From an optimization exercise on the open Yosys and OpenROAD flow, aimed at small area, a short achievable clock period and few clock cycles per item; shortcuts taken in it are not production practice.
Function was not checked in any run shown here: the RTL went through the layout flow alone.
Power and IR drop assume default switching activity.

==> flow/design.v (outline; a module is shown in full before it is edited, if it fits) <==
// module pipelined: 1140 lines
module pipelined(
    input  wire              clk,
    input  wire              rst,
    input  wire              in_valid,
    output wire              in_ready,
    input  wire signed [15:0] a,
    input  wire signed [15:0] b,
    input  wire signed [15:0] c,
    input  wire signed [15:0] d,
    input  wire signed [15:0] e,
    output reg               out_valid,
    input  wire              out_ready,
    output wire signed [31:0] y
);
  // ...
==> flow/run.sh <==
#!/bin/bash
# synth_recipe.tcl (not shown) runs the flow's synth.tcl, then flattens the netlist and writes it again
# the make line also repeats each setting of config.mk as NAME=value (left out here)
make -C /OpenROAD-flow-scripts/flow DESIGN_CONFIG=/design/flow/config.mk WORK_HOME=/design/flow/orfs CLKGATE_MAP_FILE= SYNTH_SCRIPT=/design/flow/synth_recipe.tcl finish
==> flow/config.mk <==
export PLATFORM = sky130hd
export DESIGN_NAME = pipelined
export DESIGN_NICKNAME = pipelined
export VERILOG_FILES = /design/flow/design.v
export SDC_FILE = /design/flow/constraint.sdc
export NUM_CORES = 4
export LEC_CHECK = 0
export CAP_MARGIN = 20
export CORE_MARGIN = 2
export CORE_UTILIZATION = 40
export SLEW_MARGIN = 20
==> flow/constraint.sdc <==
create_clock -name core_clock -period 8.0 [get_ports {clk}]
set_input_delay 1.6000 -clock core_clock [delete_from_list [all_inputs] [get_ports {clk}]]
set_output_delay 1.6000 -clock core_clock [all_outputs]
set_load 0.01 [all_outputs]
==> flow_summary.ini, run 1 <==
[placed_design]
place_congestion = 0.889
io_buffers = 117
place_inst = 3602
dp_slack_ns = 2.75

[layout]
fin_cells = 3656
multi_input_area_um2 = 15800
layout_commonest_cell = inv_1
sequential_cell_total = 237
nonClkBufAreaFrac = 0.0584
register_area_um2 = 7090
clockNetworkAreaShare = 0.0325
n_clock_buffer = 34
largest_cell_class = multi-input gates

[detailed_routing]
wire_per_inst_um = 20.6

[timing]
setup_viol = 0

[pwr]
peakVddDrop_uv = 284
p_per_area_nw_per_um2 = 461
power_leader = combinational logic

[worst_setup_path]
path_class = flip-flop to flip-flop
timing.rr.end = m0_17
critPathMostFrequentCell = fa_1
crit_family = adder cells
cpPeakStageDelay_ns = 1.00
reg2reg_from = D[2]
cp_cell_sequence = clkinv_1 > nor2_1 > a21oi_1 > o22ai_1 > a21oi_1 > fa_1 > inv_1 > fa_1 > fa_1 > inv_1 > fa_1
crit_end = m0_17

[clock_tree]
cts_setup_buffers = 0
clk_pin_slew_ns = 0.06
clk_latency_ns = 0.60
cts_tree = done

[logic_synthesis]
ys_types = 70
avgSynthCellArea_um2 = 8.77
yosys-top-cells-area = edfxtp_1 (28%), fa_1 (19%), a21oi_1 (4.8%)
syn_area_um2 = 25300
synth_warnings = 1
synth_top_family_by_area = adder cells
ys_seq_area_frac = 0.281
synth.mux.area_fraction = 0.00342

[grt]
track_usage = 0.230

[hold_path]
hold_depth = 0

[floorplanning]
die_h_um = 255
die_width_um = 255

[run_status]
status = no timing/DRC/antenna violations
==> run 2: changes to the inputs <==
--- a/flow/config.mk
+++ b/flow/config.mk
@@ -9,3 +9,4 @@
 export CORE_MARGIN = 2
 export CORE_UTILIZATION = 40
+export SETUP_SLACK_MARGIN = 4.0
 export SLEW_MARGIN = 20
==> run 2 against run 1 <==
Against the previous run: still clean on timing, DRC and antenna; critical path depth rose by 1; synthesized cell count unchanged; first-iteration DRC count grew 0.91%; maximum frequency is 35% higher; core utilization grew 1.4 points; clock skew grew 0.0072 ns; setup slack improved by 1.4 ns; area after synthesis unchanged; largest power group unchanged.
==> flow_summary.ini, run 2 <==
[floorplanning]
io_pins = 118
dieArea_um2 = 65200
die_h_um = 255
core-area_um2 = 62700
start_util = 0.402
fp-row-count = 92
die_width_um = 255

[layout]
fin_nets = 3236
insertedDiodeCount = 0
area_delta_synth_final_pct = 13.1
largest_register_ff_count = 32
layout-drive-gt1-share = 0.0866
final_cell_mix = nand2_1 (313), inv_1 (311), a21oi_1 (243)
fin_cells = 3720
regMostFlops = yq
layout_commonest_cell = nand2_1

[placed_design]
place_inst = 3606
io_buffers = 117
place_congestion = 0.899
dp_hpwl_mm = 55.7
dp_slack_ns = 2.68

[logic_synthesis]
async_reset_ff_frac = 0
synth_edf_count = 234
synth_simple_gate_area_frac = 0.116
syn_nets = 3262
ys_seq_area_frac = 0.281
syn_area_um2 = 25300
synth.mux.area_fraction = 0.00342
ys_seq_elements = 237
ys_types = 70
yosysMostFrequentCell = inv_1
synthTopCellsByCount = inv_1 (321), nand2_1 (317), a21oi_1 (244), fa_1 (237), edfxtp_1 (234)
synth_compound_area_frac = 0.220
synth_xor_xnor_area_share = 0.0305
synth_warnings = 1
netlist_instances = 2879
synth_top_family_by_area = adder cells
netlist.area_leader.share = 0.278
avgSynthCellArea_um2 = 8.77
synth_top_area_cell = edfxtp_1
synth_flop_cell = edfxtp_1
yosys-top-cells-area = edfxtp_1 (28%), fa_1 (19%), a21oi_1 (4.8%)
synthAdderAreaFrac = 0.255

[timing]
worst_slew_pin_slew_ns = 0.996
finalHoldViolCount = 0
max_clock_freq_ghz = 0.253
fin_crit_ns = 3.95
slew_viol_final = 0
timing.final.ws_setup_ns = 4.05
setup_viol = 0
max-slew-margin-rel = 0.336
fin_crit_sh = 0.494
fin_setup_tns_ns = 0
finClkSkew_ns = 0.0293
rsz0062_at_grt = yes

[clock_tree]
clock_sinks = 237
cts_buffer_depth = 3
cts_made_buffers = 28
cts_hold_buf = 0
clk_latency_ns = 0.59
clk_pin_slew_ns = 0.06
root_buffer = clkbuf_16
cts_tree = done
h-tree-depth = 1

[pwr]
p_per_area_nw_per_um2 = 450
peakVddDrop_uv = 301
p_leak_uw = 0.0112

[worst_setup_path]
path_class = flip-flop to flip-flop
cp_cell_sequence = clkbuf_16 > inv_1 > nor2_1 > nand2_1 > o21ai_0 > a21oi_1 > fa_1 > inv_1 > fa_1 > fa_1 > inv_1 > fa_1
timing.rr.end = m0_17
crit_path_end_kind = flip-flop
cp-start-kind = flip-flop
cpPeakStageDelay_ns = 0.54
critical_path_required_ns = 8.33
r2r_slack_ns = 4.05
rr_worst_depth = 12
path_max_fanout = 77
reg2reg_from = D[3]
critPathMostFrequentCell = fa_1
arrival_ns = 4.29
slowest_stage = fa_1

[detailed_routing]
drtIter0Drc = 2447
wl_mm = 78.6
wire_per_inst_um = 21.1
vias = 21402
drc = 0
viasPerCell = 5.75
antenna_left = 0
first_pass_iters = 8

[hold_path]
hp-class = flip-flop to flip-flop
worstHoldStart = E[2]
hold_depth = 0
holdPathEnd = m1_2

[grt]
track_usage = 0.236
gr-total-overflow = 0
grt_pass1_wl_mm = 118
grt_max_degree = 96
antenna_found_initial = 0
grt_pass1_vias = 19274

[run_status]
status = no timing/DRC/antenna violations

[flow_run]
max-cap-violations = 0
-- run 2: routing by layer --
| layer | share of wire | global-route usage | vias to the layer above |
|---|---|---|---|
| met2 | 0.45 | 0.366 | 969 |
| li1 | - | - | 9942 |
| met3 | 0.081 | 0.0307 | 118 |
| met4 | 0.030 | 0.0546 | 0 |
| met5 | 0 | 0 | - |
| met1 | 0.44 | 0.350 | 10373 |
-- run 2: kinds of logic (layout without fill, tap and decap cells) --
kind of cell    Yosys count  after routing
simple gates            667            667
flops                   237            237
mux                       8              8
fa+ha+maj               390            390
compound gates          868            868
xor+xnor                 88             88
buf+inv                 621            616
-- run 2: how the worst max path moves through the flow --
stage | start | slack, ns | endpoint
finish | D[3] | 4.05 | m0_17
global route | D[3] | 3.94 | m0_17
CTS | B[13] | 3.91 | m0_17
detailed placement | D[2] | 2.68 | m0_17
global placement | D[2] | 2.86 | m0_17
floorplan | out_ready | 2.01 | in_ready
-- run 2: stage by stage --
| step | cell area [µm²] | utilization | hold WS (ns) | power, µW |
|---|---|---|---|---|
| floorplan | 25300 | - | 0.400 | 8940 |
| global placement | 26800 | 0.427 | 0.408 | 11200 |
| detailed placement | 26800 | 0.427 | 0.406 | 11400 |
| CTS | 28100 | 0.448 | 0.394 | 12800 |
| global route | 28600 | 0.455 | 0.415 | 14000 |
| finish | 28600 | 0.455 | 0.399 | 12800 |
-- run 2: worst max-delay path: cells and delay by family (launching register included) --
family,cells,cell delay [ns]
fa+ha+maj,4,2.00
buf+inv,4,0.62
simple gates,2,0.42
flops,1,0.36
compound gates,2,0.27
-- run 2: where the power goes --
| part | internal [µW] | switching, µW | leakage, µW | total [µW] |
|---|---|---|---|---|
| combinational | 3710 | 5420 | 0.00829 | 9130 |
| clock | 737 | 545 | 0.000443 | 1280 |
| sequential | 2290 | 138 | 0.00249 | 2430 |
| total | 6740 | 6100 | 0.0112 | 12800 |
-- run 2: layout make-up --
cell class / instances / area, µm²
clock buffers: 30 / 708
clock inverters: 21 / 200
fillers: 5941 / 34200
inverters: 324 / 1260
multi-input cells: 2021 / 15900
flip-flops and latches: 237 / 7090
well taps: 846 / 1060
repair buffers: 240 / 2300
repair inverters: 1 / 5.00
-- run 2: repair_timing --
action                                  CTS  global route
pin swaps                                 0             3
endpoints found under the setup margin  207            28
cloned                                    1             4
gates resized for setup                  61            50
setup buffers                            26            32

-- what the ideal ports hide --
The results above use ideal ports. As a check the final layouts listed here were re-extracted and re-timed, cells and wires unchanged. Step 1 (the two cells are an assumption about what drives the block):
set clk [get_ports {clk}]
set_driving_cell -lib_cell sky130_fd_sc_hd__clkbuf_16 $clk
set_driving_cell -lib_cell sky130_fd_sc_hd__buf_2 [delete_from_list [all_inputs] $clk]
Step 2 moves the port delays by t, midway between the first and last clock arrival at a register: inputs arrive t later, outputs are due t later. That takes back most of the time a late clock gives input paths. Slacks: ideal / step 1 / step 2; pairs: ideal / step 1.
run | t (ns) | setup WS [ns] | hold WS [ns] | worst register clock-pin slew, ns
run 1 | 0.645 | 2.656 / 2.656 / 2.656 | 0.422 / 0.422 / 0.422 | 0.07 / 0.07
run 2 | 0.641 | 4.046 / 4.046 / 3.576 | 0.399 / 0.399 / 0.399 | 0.06 / 0.06
After both steps setup and hold are still met in every run listed. For run 2, which loses most, drivers alone change the setup slack by 0.000 ns; drivers and shift together by -0.470 ns.
